Background: an optimization exercise with open tools, aiming at small area, a short achievable clock period and few clock cycles. Do not read the settings as production practice. The RTL was checked by simulation tests, not by an equivalence proof against the original design. No activity file was given, so power comes from the tool's default toggle rates.

== v9 ==
==> flow/design.v <==
module multi_core_wb #(
    parameter N = 2,
    parameter IMG_SIZE = 64,
    parameter OUTPUT_SIZE = 32
)(
    input clk,
    input rst,
    input         i_wb_cyc,
    input         i_wb_stb,
    input         i_wb_we,
    input  [3:0]  i_wb_sel,
    input  [31:0] i_wb_addr,
    input  [31:0] i_wb_data,
    output reg [31:0] o_wb_data,
    output reg        o_wb_ack,
    output reg        o_wb_stall
);
reg [3:0] cnt;    
always @(posedge clk) begin
  if (rst) cnt <= 4'd7;
  else     cnt <= cnt + 4'd1;
end
wire [3:0] cnt_n = cnt + 4'd1;
wire [2:0] cc    = cnt[2:0];      
wire [2:0] cc_n  = cnt_n[2:0];    
reg  stall_i, w_hold;
wire req       = i_wb_cyc & i_wb_stb & ~stall_i;
wire a9        = i_wb_addr[9];
wire acc_pix   = req &  i_wb_we & ~a9;
wire acc_start = req &  i_wb_we &  a9;
wire acc_stat  = req & ~i_wb_we &  a9;
reg        w_pend;
reg        w_core;
reg [1:0]  w_pair;    
reg [3:0]  w_slot;    
reg [31:0] w_data;
wire ins_now  = w_pend & (w_slot == cnt);
reg  [1:0] lr;        
wire [1:0] lr_n = (cc == 3'd7) ? ((lr == 2'd2) ? 2'd0 : lr + 2'd1) : lr;
wire dirty_now  = ins_now & ({1'b0, w_pair} <= {1'b0, lr} + 3'd1);
reg  clean;           
reg  clean_done;      
wire it_first   = (lr == 2'd0) & (cc == 3'd0);    
wire it_end     = (lr == 2'd0) & (cc == 3'd2);    
always @(posedge clk) begin
  if (rst) begin
    lr         <= 2'd2;
    clean      <= 1'b0;
    clean_done <= 1'b0;
  end else begin
    lr         <= lr_n;
    clean      <= (it_first | clean) & ~dirty_now;
    clean_done <= (it_first ? clean : clean_done) & ~ins_now;
  end
end
reg       busy;       
reg       done_flag;  
reg       st_wait;    
wire finish        = busy & it_end & clean_done & ~ins_now;
wire hold_stat     = acc_stat & busy & ~finish;
wire st_wait_n     = hold_stat | (st_wait & ~finish);
always @(posedge clk) begin
  if (rst) begin
    busy      <= 1'b0;
    done_flag <= 1'b0;
    st_wait   <= 1'b0;
  end else begin
    busy      <= (busy | acc_start) & ~finish;
    done_flag <= acc_start ? 1'b0 : (done_flag | finish);
    st_wait   <= st_wait_n;
  end
end
wire w_pend_n = stall_i ? (w_pend & ~ins_now) : acc_pix;
wire [3:0] w_slot_n = w_hold ? w_slot : i_wb_addr[3:0];
wire w_mis_n  = w_slot_n != cnt_n;
always @(posedge clk) begin
  if (!w_hold) begin
    w_core <= i_wb_addr[8];
    w_pair <= i_wb_addr[5:4];
    w_slot <= i_wb_addr[3:0];
    w_data <= i_wb_data;
  end
end
always @(posedge clk) begin
  if (rst) begin
    w_pend     <= 1'b0;
    w_hold     <= 1'b0;
    stall_i    <= 1'b0;
    o_wb_stall <= 1'b0;
    o_wb_ack   <= 1'b0;
  end else begin
    w_pend     <= w_pend_n;
    w_hold     <= w_pend_n & w_mis_n;
    stall_i    <= (st_wait_n | w_pend_n) & (st_wait_n | w_mis_n);
    o_wb_stall <= st_wait_n | (w_pend_n & w_mis_n);
    o_wb_ack   <= (req & ~hold_stat) | (st_wait & finish);
  end
end
wire [31:0] tap [0:15];    
genvar k, i;
generate
for (k = 0; k < 2; k = k + 1) begin : core_mem
  for (i = 0; i < 4; i = i + 1) begin : pair
    reg [511:0] r;
    wire ins = ins_now & (w_core == k) & (w_pair == i);
    always @(posedge clk)
      r <= {r[479:0], ins ? w_data : r[511:480]};
    assign tap[8*k + 2*i]     = r[511:480];
    assign tap[8*k + 2*i + 1] = r[255:224];
  end
end
endgenerate
wire [31:0] pred [0:1];
generate
for (k = 0; k < 2; k = k + 1) begin : core
  localparam P = (k == 1);
  reg       oh0, oh1;    
  reg [1:0] rb;          
  reg       aclr, amv, ax2;  
  reg       bclr, bx2;       
  reg       fen, fclr;   
  always @(posedge clk) begin
    oh0  <= (lr_n == 2'd0) ^ P;
    oh1  <= (lr_n == 2'd1) ^ P;
    rb   <= lr_n ^ {2{P}};
    aclr <= (cc == 3'd0) ^ P;
    amv  <= ((cc == 3'd4) | (cc == 3'd6)) ^ P;
    ax2  <= ((cc == 3'd1) | (cc == 3'd2) | (cc == 3'd4) | (cc == 3'd6)) ^ P;
    bclr <= ((cc == 3'd2) | (cc == 3'd4)) ^ P;
    bx2  <= P ? ~(cc[0] & (cc[1] | cc[2])) : (cc[0] & (cc[1] ^ cc[2]));   
    fen  <= ((cc_n == 3'd6) | (cc_n == 3'd0) | (cc_n == 3'd2)) ^ P;
    fclr <= ((lr_n == 2'd0) & (cc_n == 3'd6)) ^ P;
  end
  wire s0 = oh0 ^ P;
  wire s1 = oh1 ^ P;
  wire [1:0] r = rb ^ {2{P}};
  wire [31:0] q0 = s0 ? tap[8*k+0] : s1 ? tap[8*k+2] : tap[8*k+4];
  wire [31:0] q1 = s0 ? tap[8*k+1] : s1 ? tap[8*k+3] : tap[8*k+5];
  wire [31:0] q2 = r[1] ? tap[8*k+6] : r[0] ? tap[8*k+4] : tap[8*k+2];
  wire [31:0] q3 = r[1] ? tap[8*k+7] : r[0] ? tap[8*k+5] : tap[8*k+3];
  wire [31:0] n0  = ~q0;
  wire [31:0] n1  = ~q1;
  wire [31:0] s1v = q2 ^ q3 ^ n0;
  wire [31:0] m1  = (q2 & q3) | (q2 & n0) | (q3 & n0);
  wire [31:0] c1  = {m1[30:0], 1'b1};
  wire [31:0] ts  = s1v ^ c1 ^ n1;
  wire [31:0] m2  = (s1v & c1) | (s1v & n1) | (c1 & n1);
  reg  [31:0] tsr, tcr;
  always @(posedge clk) begin
    tsr <= ts;
    tcr <= {m2[30:0], 1'b1};
  end
  wire wa = ax2 ^ P;
  wire wb = bx2 ^ P;
  wire [31:0] ua = wa ? {tsr[30:0], 1'b0} : tsr;
  wire [31:0] va = wa ? {tcr[30:0], 1'b0} : tcr;
  wire [31:0] ub = wb ? {tsr[30:0], 1'b0} : tsr;
  wire [31:0] vb = wb ? {tcr[30:0], 1'b0} : tcr;
  reg  [31:0] as, ac, bs, bc;
  wire [31:0] a0s = (aclr ^ P) ? 32'd0 : (amv ^ P) ? bs : as;
  wire [31:0] a0c = (aclr ^ P) ? 32'd0 : (amv ^ P) ? bc : ac;
  wire [31:0] b0s = (bclr ^ P) ? 32'd0 : bs;
  wire [31:0] b0c = (bclr ^ P) ? 32'd0 : bc;
  wire [31:0] a1s = a0s ^ a0c ^ ua;
  wire [31:0] a1m = (a0s & a0c) | (a0s & ua) | (a0c & ua);
  wire [31:0] a1c = {a1m[30:0], 1'b0};
  wire [31:0] a2m = (a1s & a1c) | (a1s & va) | (a1c & va);
  wire [31:0] b1s = b0s ^ b0c ^ ub;
  wire [31:0] b1m = (b0s & b0c) | (b0s & ub) | (b0c & ub);
  wire [31:0] b1c = {b1m[30:0], 1'b0};
  wire [31:0] b2m = (b1s & b1c) | (b1s & vb) | (b1c & vb);
  always @(posedge clk) begin
    as <= a1s ^ a1c ^ va;
    ac <= {a2m[30:0], 1'b0};
    bs <= b1s ^ b1c ^ vb;
    bc <= {b2m[30:0], 1'b0};
  end
  reg  [31:0] X;
  always @(posedge clk) X <= as + ac;
  reg  [31:0] F, PR;
  wire [31:0] sum = ((fclr ^ P) ? 32'd0 : F) + {{2{X[31]}}, X[31:2]};
  always @(posedge clk) begin
    if (fen ^ P) F  <= sum;
    if (finish)  PR <= sum[31] ? 32'd0 : sum;
  end
  assign pred[k] = PR;
end
endgenerate
always @(posedge clk) begin
  if (st_wait)  o_wb_data <= 32'd1;
  else if (a9)  o_wb_data <= {31'b0, done_flag | finish};
  else          o_wb_data <= pred[i_wb_addr[0]];
end
endmodule
clock: 10.0 ns
lec_check: 0
cap_margin: 20
core_margin: 2
core_utilization: 72
cts_buf_list: sky130_fd_sc_hd__clkbuf_16
cts_cluster_diameter: 60
cts_cluster_size: 30
gpl_timing_driven: 1
place_density: 0.8
slew_margin: 20
standard.sh (not shown) runs the stock make flow with config.mk's settings and CLKGATE_MAP_FILE= SYNTH_SCRIPT=/design/flow/synth_recipe.tcl, a recipe that flattens the netlist after the stock synthesis.
==> flow/flow/run.sh <==
#!/bin/bash
set -euo pipefail
export SETUP_SLACK_MARGIN=6.6
export TNS_END_PERCENT=100
bash standard.sh > standard_flow.log 2>&1
Testbench counts of v9, summed over its fixed seeds: cycles 6,968.
Here is what was changed in the inputs of v41 compared with v9.
# v9
export LEC_CHECK = 0
export CAP_MARGIN = 20
export CORE_MARGIN = 2
export CORE_UTILIZATION = 72
export CTS_BUF_LIST = sky130_fd_sc_hd__clkbuf_16
export CTS_CLUSTER_DIAMETER = 60
export CTS_CLUSTER_SIZE = 30
export GPL_TIMING_DRIVEN = 1
export PLACE_DENSITY = 0.8
export SLEW_MARGIN = 20
create_clock -name core_clock -period 10.0 [get_ports {clk}]
# v41
export LEC_CHECK = 0
export CAP_MARGIN = 20
export CORE_MARGIN = 2
export CORE_UTILIZATION = 76
export CTS_BUF_LIST = sky130_fd_sc_hd__clkbuf_16
export CTS_CLUSTER_DIAMETER = 60
export CTS_CLUSTER_SIZE = 30
export PLACE_DENSITY = 0.84
export SLEW_MARGIN = 20
create_clock -name core_clock -period 10.0 [get_ports {clk}]
## What came out
v41 vs v9 — routed wire length rose about 6.4%.
v9 -> v41: part of the power in the clock network flat
Final standard cell utilization of the core is lower on v9
Looking at v9 and v41, the final area is a wash.
Any difference in combinational power between v9 and v41 is small enough to ignore.
Input changes introduced in v1 (baseline for comparison: v41):
# v41
export LEC_CHECK = 0
export CAP_MARGIN = 20
export CORE_MARGIN = 2
export CORE_UTILIZATION = 76
export CTS_BUF_LIST = sky130_fd_sc_hd__clkbuf_16
export CTS_CLUSTER_DIAMETER = 60
export CTS_CLUSTER_SIZE = 30
export PLACE_DENSITY = 0.84
export SLEW_MARGIN = 20
create_clock -name core_clock -period 10.0 [get_ports {clk}]
# v1
export LEC_CHECK = 0
export CAP_MARGIN = 20
export CORE_MARGIN = 2
export CORE_UTILIZATION = 72
export CTS_BUF_LIST = sky130_fd_sc_hd__clkbuf_16
export CTS_CLUSTER_DIAMETER = 60
export CTS_CLUSTER_SIZE = 30
export PLACE_DENSITY = 0.8
export SLEW_MARGIN = 20
create_clock -name core_clock -period 10.0 [get_ports {clk}]
## What came out
On wire length of the first global-routing pass, v1 does better than v41. Compared with v41, v1 shows a lower wire length the detailed router placed on met1. Per the comparison of v1 with v41, via count fell by 1441, final cell count higher.

-- re-timing with driven ports --
No port has a modelled driver above. Below, the same layouts with a new extraction and two added sets of constraints.
Step 1: set_driving_cell puts a clkbuf_16 on clk and a buf_2 on each other input, an assumption about the parent block.
Step 2, shift: input delay + t, output delay - t, t = (earliest + latest rising clock arrival at the registers) / 2. This alone moves slack from input paths to output paths.
Three values: no drivers, after step 1, after step 2; two values: the first two.
run	shift t [ns]	setup slack, ns	worst slew at a driven data input, ns
v9	0.950	6.600 / 6.584 / 5.972	0.09
v41	0.949	6.547 / 6.547 / 5.959	0.05
v1	0.950	6.600 / 6.584 / 5.972	0.09
After both steps setup and hold are still met in every run listed.
